Context: an optimization exercise on an open-source flow, tuned for small area. The choices shown serve that exercise and are no tape-out recipe.
Function was checked by simulation only, so behaviour that the tests miss may differ from the original.

// ibis_texture_mapper
module ibis_texture_mapper
#(parameter TILE_SIZE_POW2_MAX = 9,
  parameter WIDTH = 11)
 (input wire logic aclk,
  input wire logic aresetn,
  input wire logic enable,
  input wire logic unsigned [6:0] write_registers,
  input wire logic unsigned [WIDTH - 1:0] x,
  input wire logic unsigned [WIDTH - 1:0] y,
  input wire logic unsigned [2:0] texture_power2,
  input wire logic signed [17:0] texture_matrixA,
  input wire logic signed [17:0] texture_matrixB,
  input wire logic signed [17:0] texture_matrixC,
  input wire logic signed [17:0] texture_matrixD,
  input wire logic signed [17:0] texture_translateX,
  input wire logic signed [17:0] texture_translateY,
  output logic unsigned [(TILE_SIZE_POW2_MAX * 2) - 1:0] map_address,
  output logic stencil_test,
  output logic stencil_step,
  output logic ready);
  logic [4:0] r_js;
  always_ff @(posedge aclk) begin
    if(!aresetn) r_js <= 5'b00000;
    else if(enable) r_js <= {r_js[3:0], ~r_js[4]};
  end
  wire ph0 = ~r_js[4] & ~r_js[0];
  wire ph1 =  r_js[0] & ~r_js[1];
  ...
export LEC_CHECK = 0
export ABC_AREA = 1
export CAP_MARGIN = 20
export CORE_MARGIN = 2
export CORE_UTILIZATION = 40
export SLEW_MARGIN = 20
create_clock -name core_clock -period 10.0 [get_ports {aclk}]
standard.sh (not shown) runs the stock make flow with config.mk's settings and CLKGATE_MAP_FILE= SYNTH_SCRIPT=/design/flow/synth_recipe.tcl, a recipe that flattens the netlist after the stock synthesis.
==> flow/flow/run.sh <==
#!/bin/bash
set -euo pipefail
here=$(pwd)
rm -rf "$here/orfs_scripts"
cp -r "$FLOW_HOME/scripts" "$here/orfs_scripts"
cp "$here/flow/abc_area.script" "$here/orfs_scripts/abc_area.script"
export SCRIPTS_DIR="$here/orfs_scripts"
export SYNTH_ARGS="-noabc"
export BUFFER_PORTS_ARGS="-buffer_cell sky130_fd_sc_hd__buf_1"
export CTS_ARGS="-sink_clustering_enable -repair_clock_nets -dont_use_dummy_load -sink_clustering_size 8 -sink_clustering_max_diameter 40 -buf_list sky130_fd_sc_hd__clkbuf_4"
bash standard.sh MATCH_CELL_FOOTPRINT=0 finish > standard.log 2>&1
==> flow/flow/abc_area.script <==
strash
dc2
dch -f
amap
topo
The baseline completed without violations.
Edit:
==> flow/flow/run.sh (replaced) <==
#!/bin/bash
set -euo pipefail
here=$(pwd)
rm -rf "$here/orfs_scripts"
cp -r "$FLOW_HOME/scripts" "$here/orfs_scripts"
cp "$here/flow/abc_area.script" "$here/orfs_scripts/abc_area.script"
export SCRIPTS_DIR="$here/orfs_scripts"
export SYNTH_ARGS="-noabc"
export BUFFER_PORTS_ARGS="-buffer_cell sky130_fd_sc_hd__buf_1"
export CTS_ARGS="-sink_clustering_enable -repair_clock_nets -dont_use_dummy_load -sink_clustering_size 10 -sink_clustering_max_diameter 40 -buf_list sky130_fd_sc_hd__clkbuf_4"
bash standard.sh > standard.log 2>&1
==> flow/flow/abc_area.script (replaced) <==
strash
dc2
dch -f
amap
topo
stime -c
buffer -c
upsize -c
dnsize -c
Settings changed: CORE_UTILIZATION 40 to 55, PLACE_DENSITY from default to 0.75.
Clock-buffer cell count came out lower by 9.
Wire length shrinks by 5.0%.
Utilization climbs by 14 points.
Edit:
--- a/flow/flow/run.sh
+++ b/flow/flow/run.sh
@@ -9,3 +9,3 @@
 export BUFFER_PORTS_ARGS="-buffer_cell sky130_fd_sc_hd__buf_1"
-export CTS_ARGS="-sink_clustering_enable -repair_clock_nets -dont_use_dummy_load -sink_clustering_size 10 -sink_clustering_max_diameter 40 -buf_list sky130_fd_sc_hd__clkbuf_4"
+export CTS_ARGS="-sink_clustering_enable -repair_clock_nets -dont_use_dummy_load -sink_clustering_size 12 -sink_clustering_max_diameter 50 -buf_list sky130_fd_sc_hd__clkbuf_4"
 bash standard.sh > standard.log 2>&1
Settings changed: CORE_UTILIZATION 55 to 40, PLACE_DENSITY 0.75 to default.
After rerunning:
- The changed run finished with timing, DRC and antenna clean
- core utilization went down by 16 points
- flip-flop and latch count is unchanged
- register-to-register slack gains 0.25 ns
Edit:
==> flow/flow/run.sh (replaced) <==
#!/bin/bash
set -euo pipefail
here=$(pwd)
rm -rf "$here/orfs_scripts"
cp -r "$FLOW_HOME/scripts" "$here/orfs_scripts"
cp "$here/flow/abc_area.script" "$here/orfs_scripts/abc_area.script"
export SCRIPTS_DIR="$here/orfs_scripts"
export SYNTH_ARGS="-noabc"
export BUFFER_PORTS_ARGS="-buffer_cell sky130_fd_sc_hd__buf_1"
export CTS_ARGS="-sink_clustering_enable -repair_clock_nets -dont_use_dummy_load -sink_clustering_size 8 -sink_clustering_max_diameter 40 -buf_list sky130_fd_sc_hd__clkbuf_4"
bash standard.sh MATCH_CELL_FOOTPRINT=0 finish > standard.log 2>&1
==> flow/flow/abc_area.script (replaced) <==
strash
dc2
dch -f
amap
topo
Settings changed: GPL_TIMING_DRIVEN from default to 0.
- The new run went through all stages and came out clean
- via count went up by 1.0%
- wire length went up by 1.2%
- setup slack got worse by 0.35 ns
- maximum frequency went down by 3.6%
- core utilization went up by 2.2 points

========
Another version of the RTL of ibis_texture_mapper (not shown whole).
Size in the first run: roughly 160 I/O pins.
Settings: LEC_CHECK=0, ABC_AREA=1, CAP_MARGIN=20, CORE_MARGIN=2, CORE_UTILIZATION=40, SLEW_MARGIN=20; clock period 10.0 ns.
==> flow/flow/run.sh <==
#!/bin/bash
set -euo pipefail
here=$(pwd)
rm -rf "$here/orfs_scripts"
cp -r "$FLOW_HOME/scripts" "$here/orfs_scripts"
cp "$here/flow/abc_area.script" "$here/orfs_scripts/abc_area.script"
export SCRIPTS_DIR="$here/orfs_scripts"
export SYNTH_ARGS="-noabc"
export BUFFER_PORTS_ARGS="-buffer_cell sky130_fd_sc_hd__buf_1"
export CTS_ARGS="-sink_clustering_enable -repair_clock_nets -dont_use_dummy_load -sink_clustering_size 8 -sink_clustering_max_diameter 40 -buf_list sky130_fd_sc_hd__clkbuf_4"
bash standard.sh > standard.log 2>&1
==> flow/flow/abc_area.script <==
strash
dc2
&get -n
&dch -f
&nf -a -R 1000
&put
topo
stime -c
buffer -c
upsize -c
dnsize -c
Change:
==> flow/flow/run.sh (replaced) <==
#!/bin/bash
set -euo pipefail
export SYNTH_ARGS="-noabc"
export BUFFER_PORTS_ARGS="-buffer_cell sky130_fd_sc_hd__buf_1"
export CTS_ARGS="-sink_clustering_enable -repair_clock_nets -dont_use_dummy_load -sink_clustering_size 16 -sink_clustering_max_diameter 60 -buf_list sky130_fd_sc_hd__clkbuf_8"
bash standard.sh > standard.log 2>&1
removed: flow/flow/abc_area.script
Outcome: The changed run finished with timing, DRC and antenna clean. Global-route usage is higher by 0.23 points. Via count climbs by 7.2%. Cell count rose by about 11%. Clock skew is lower by 0.040 ns. Non-clock buffer count decreases by 59.
Change:
==> flow/flow/run.sh (replaced) <==
#!/bin/bash
set -euo pipefail
export SYNTH_ARGS="-noabc"
export BUFFER_PORTS_ARGS="-buffer_cell sky130_fd_sc_hd__buf_1"
export CTS_ARGS="-sink_clustering_enable -repair_clock_nets -dont_use_dummy_load -sink_clustering_size 8 -sink_clustering_max_diameter 40 -buf_list sky130_fd_sc_hd__clkbuf_4"
bash standard.sh > standard.log 2>&1
=> Via count rose by 0.68%; count of clock-buffer cells in the layout rose by 16.
Change:
==> flow/flow/run.sh (replaced) <==
#!/bin/bash
set -euo pipefail
export SYNTH_ARGS="-noabc"
export BUFFER_PORTS_ARGS="-buffer_cell sky130_fd_sc_hd__buf_1"
export CTS_ARGS="-sink_clustering_enable -repair_clock_nets -dont_use_dummy_load -sink_clustering_size 5 -sink_clustering_max_diameter 30 -buf_list sky130_fd_sc_hd__clkbuf_2"
bash standard.sh > standard.log 2>&1
What happened: The new run passed the timing, DRC and antenna checks. Setup slack improved by 0.020 ns. Routed wire length went up by 0.54%. Cell count increases by 0.93%. Fmax hardly moves. Die area stays the same. Global-route usage is about the same. Final area hardly moves.
Change:
==> flow/flow/run.sh (replaced) <==
#!/bin/bash
set -euo pipefail
here=$(pwd)
rm -rf "$here/orfs_scripts"
cp -r "$FLOW_HOME/scripts" "$here/orfs_scripts"
cp "$here/flow/abc_area.script" "$here/orfs_scripts/abc_area.script"
export SCRIPTS_DIR="$here/orfs_scripts"
export SYNTH_ARGS="-noabc"
export BUFFER_PORTS_ARGS="-buffer_cell sky130_fd_sc_hd__buf_1"
export CTS_ARGS="-sink_clustering_enable -repair_clock_nets -dont_use_dummy_load -sink_clustering_size 8 -sink_clustering_max_diameter 40 -buf_list sky130_fd_sc_hd__clkbuf_4"
bash standard.sh > standard.log 2>&1
==> flow/flow/abc_area.script (new file) <==
strash
dc2
dch -f
map -a
topo
The changed run finished clean. Wire length decreases by roughly a tenth. Setup slack degrades by 0.59 ns. Die area decreases by a few percent.

## separate check: timing with driven ports
How much do the figures lean on ideal ports? The routed layouts below were timed once more, with nothing changed but the port constraints.
Step 1 (the two cells are an assumption about what drives the block):
set clk [get_ports {aclk}]
set_driving_cell -lib_cell sky130_fd_sc_hd__clkbuf_16 $clk
set_driving_cell -lib_cell sky130_fd_sc_hd__buf_2 [delete_from_list [all_inputs] $clk]
Step 2 times the ports against the registers' clock, not the clock port: input delays grow and output delays shrink by t, the midpoint of the rising clock arrivals with the driver on.
Three values: ideal ports, drivers, drivers and shift; two values: the first two.
| run | t (ns) | slack for setup (ns) | hold WS [ns] | latest minus earliest clock arrival (ns) | worst register clock-pin slew, ns |
|---|---|---|---|---|---|
| the first run of note 1 | 0.631 | 0.703 / 0.695 / 0.063 | 0.437 / 0.437 / 0.437 | 0.086 / 0.087 | 0.09 / 0.09 |
| the second run of note 1 | 0.670 | 0.766 / 0.790 / 0.120 | 0.473 / 0.473 / 0.473 | 0.073 / 0.074 | 0.10 / 0.10 |
| the third run of note 1 | 0.695 | 0.829 / 0.845 / 0.150 | 0.457 / 0.457 / 0.457 | 0.080 / 0.081 | 0.12 / 0.12 |
| the fourth run of note 1 | 0.617 | 0.483 / 0.484 / -0.134 | 0.437 / 0.437 / 0.437 | 0.093 / 0.093 | 0.09 / 0.09 |
| the first run of note 2 | 0.695 | 0.707 / 0.723 / 0.028 | 0.473 / 0.473 / 0.473 | 0.092 / 0.092 | 0.09 / 0.09 |
| the second run of note 2 | 0.593 | 1.350 / 1.350 / 0.878 | 0.461 / 0.461 / 0.461 | 0.063 / 0.063 | 0.10 / 0.10 |
| the third run of note 2 | 0.712 | 1.389 / 1.389 / 0.836 | 0.460 / 0.460 / 0.460 | 0.094 / 0.094 | 0.09 / 0.09 |
| the fourth run of note 2 | 0.974 | 1.409 / 1.409 / 0.880 | 0.410 / 0.410 / 0.410 | 0.138 / 0.138 | 0.11 / 0.11 |
| the fifth run of note 2 | 0.708 | 0.819 / 0.819 / 0.269 | 0.443 / 0.443 / 0.443 | 0.093 / 0.092 | 0.09 / 0.09 |
With both steps, setup timing fails in the fourth run of note 1, where it was met with ideal ports.
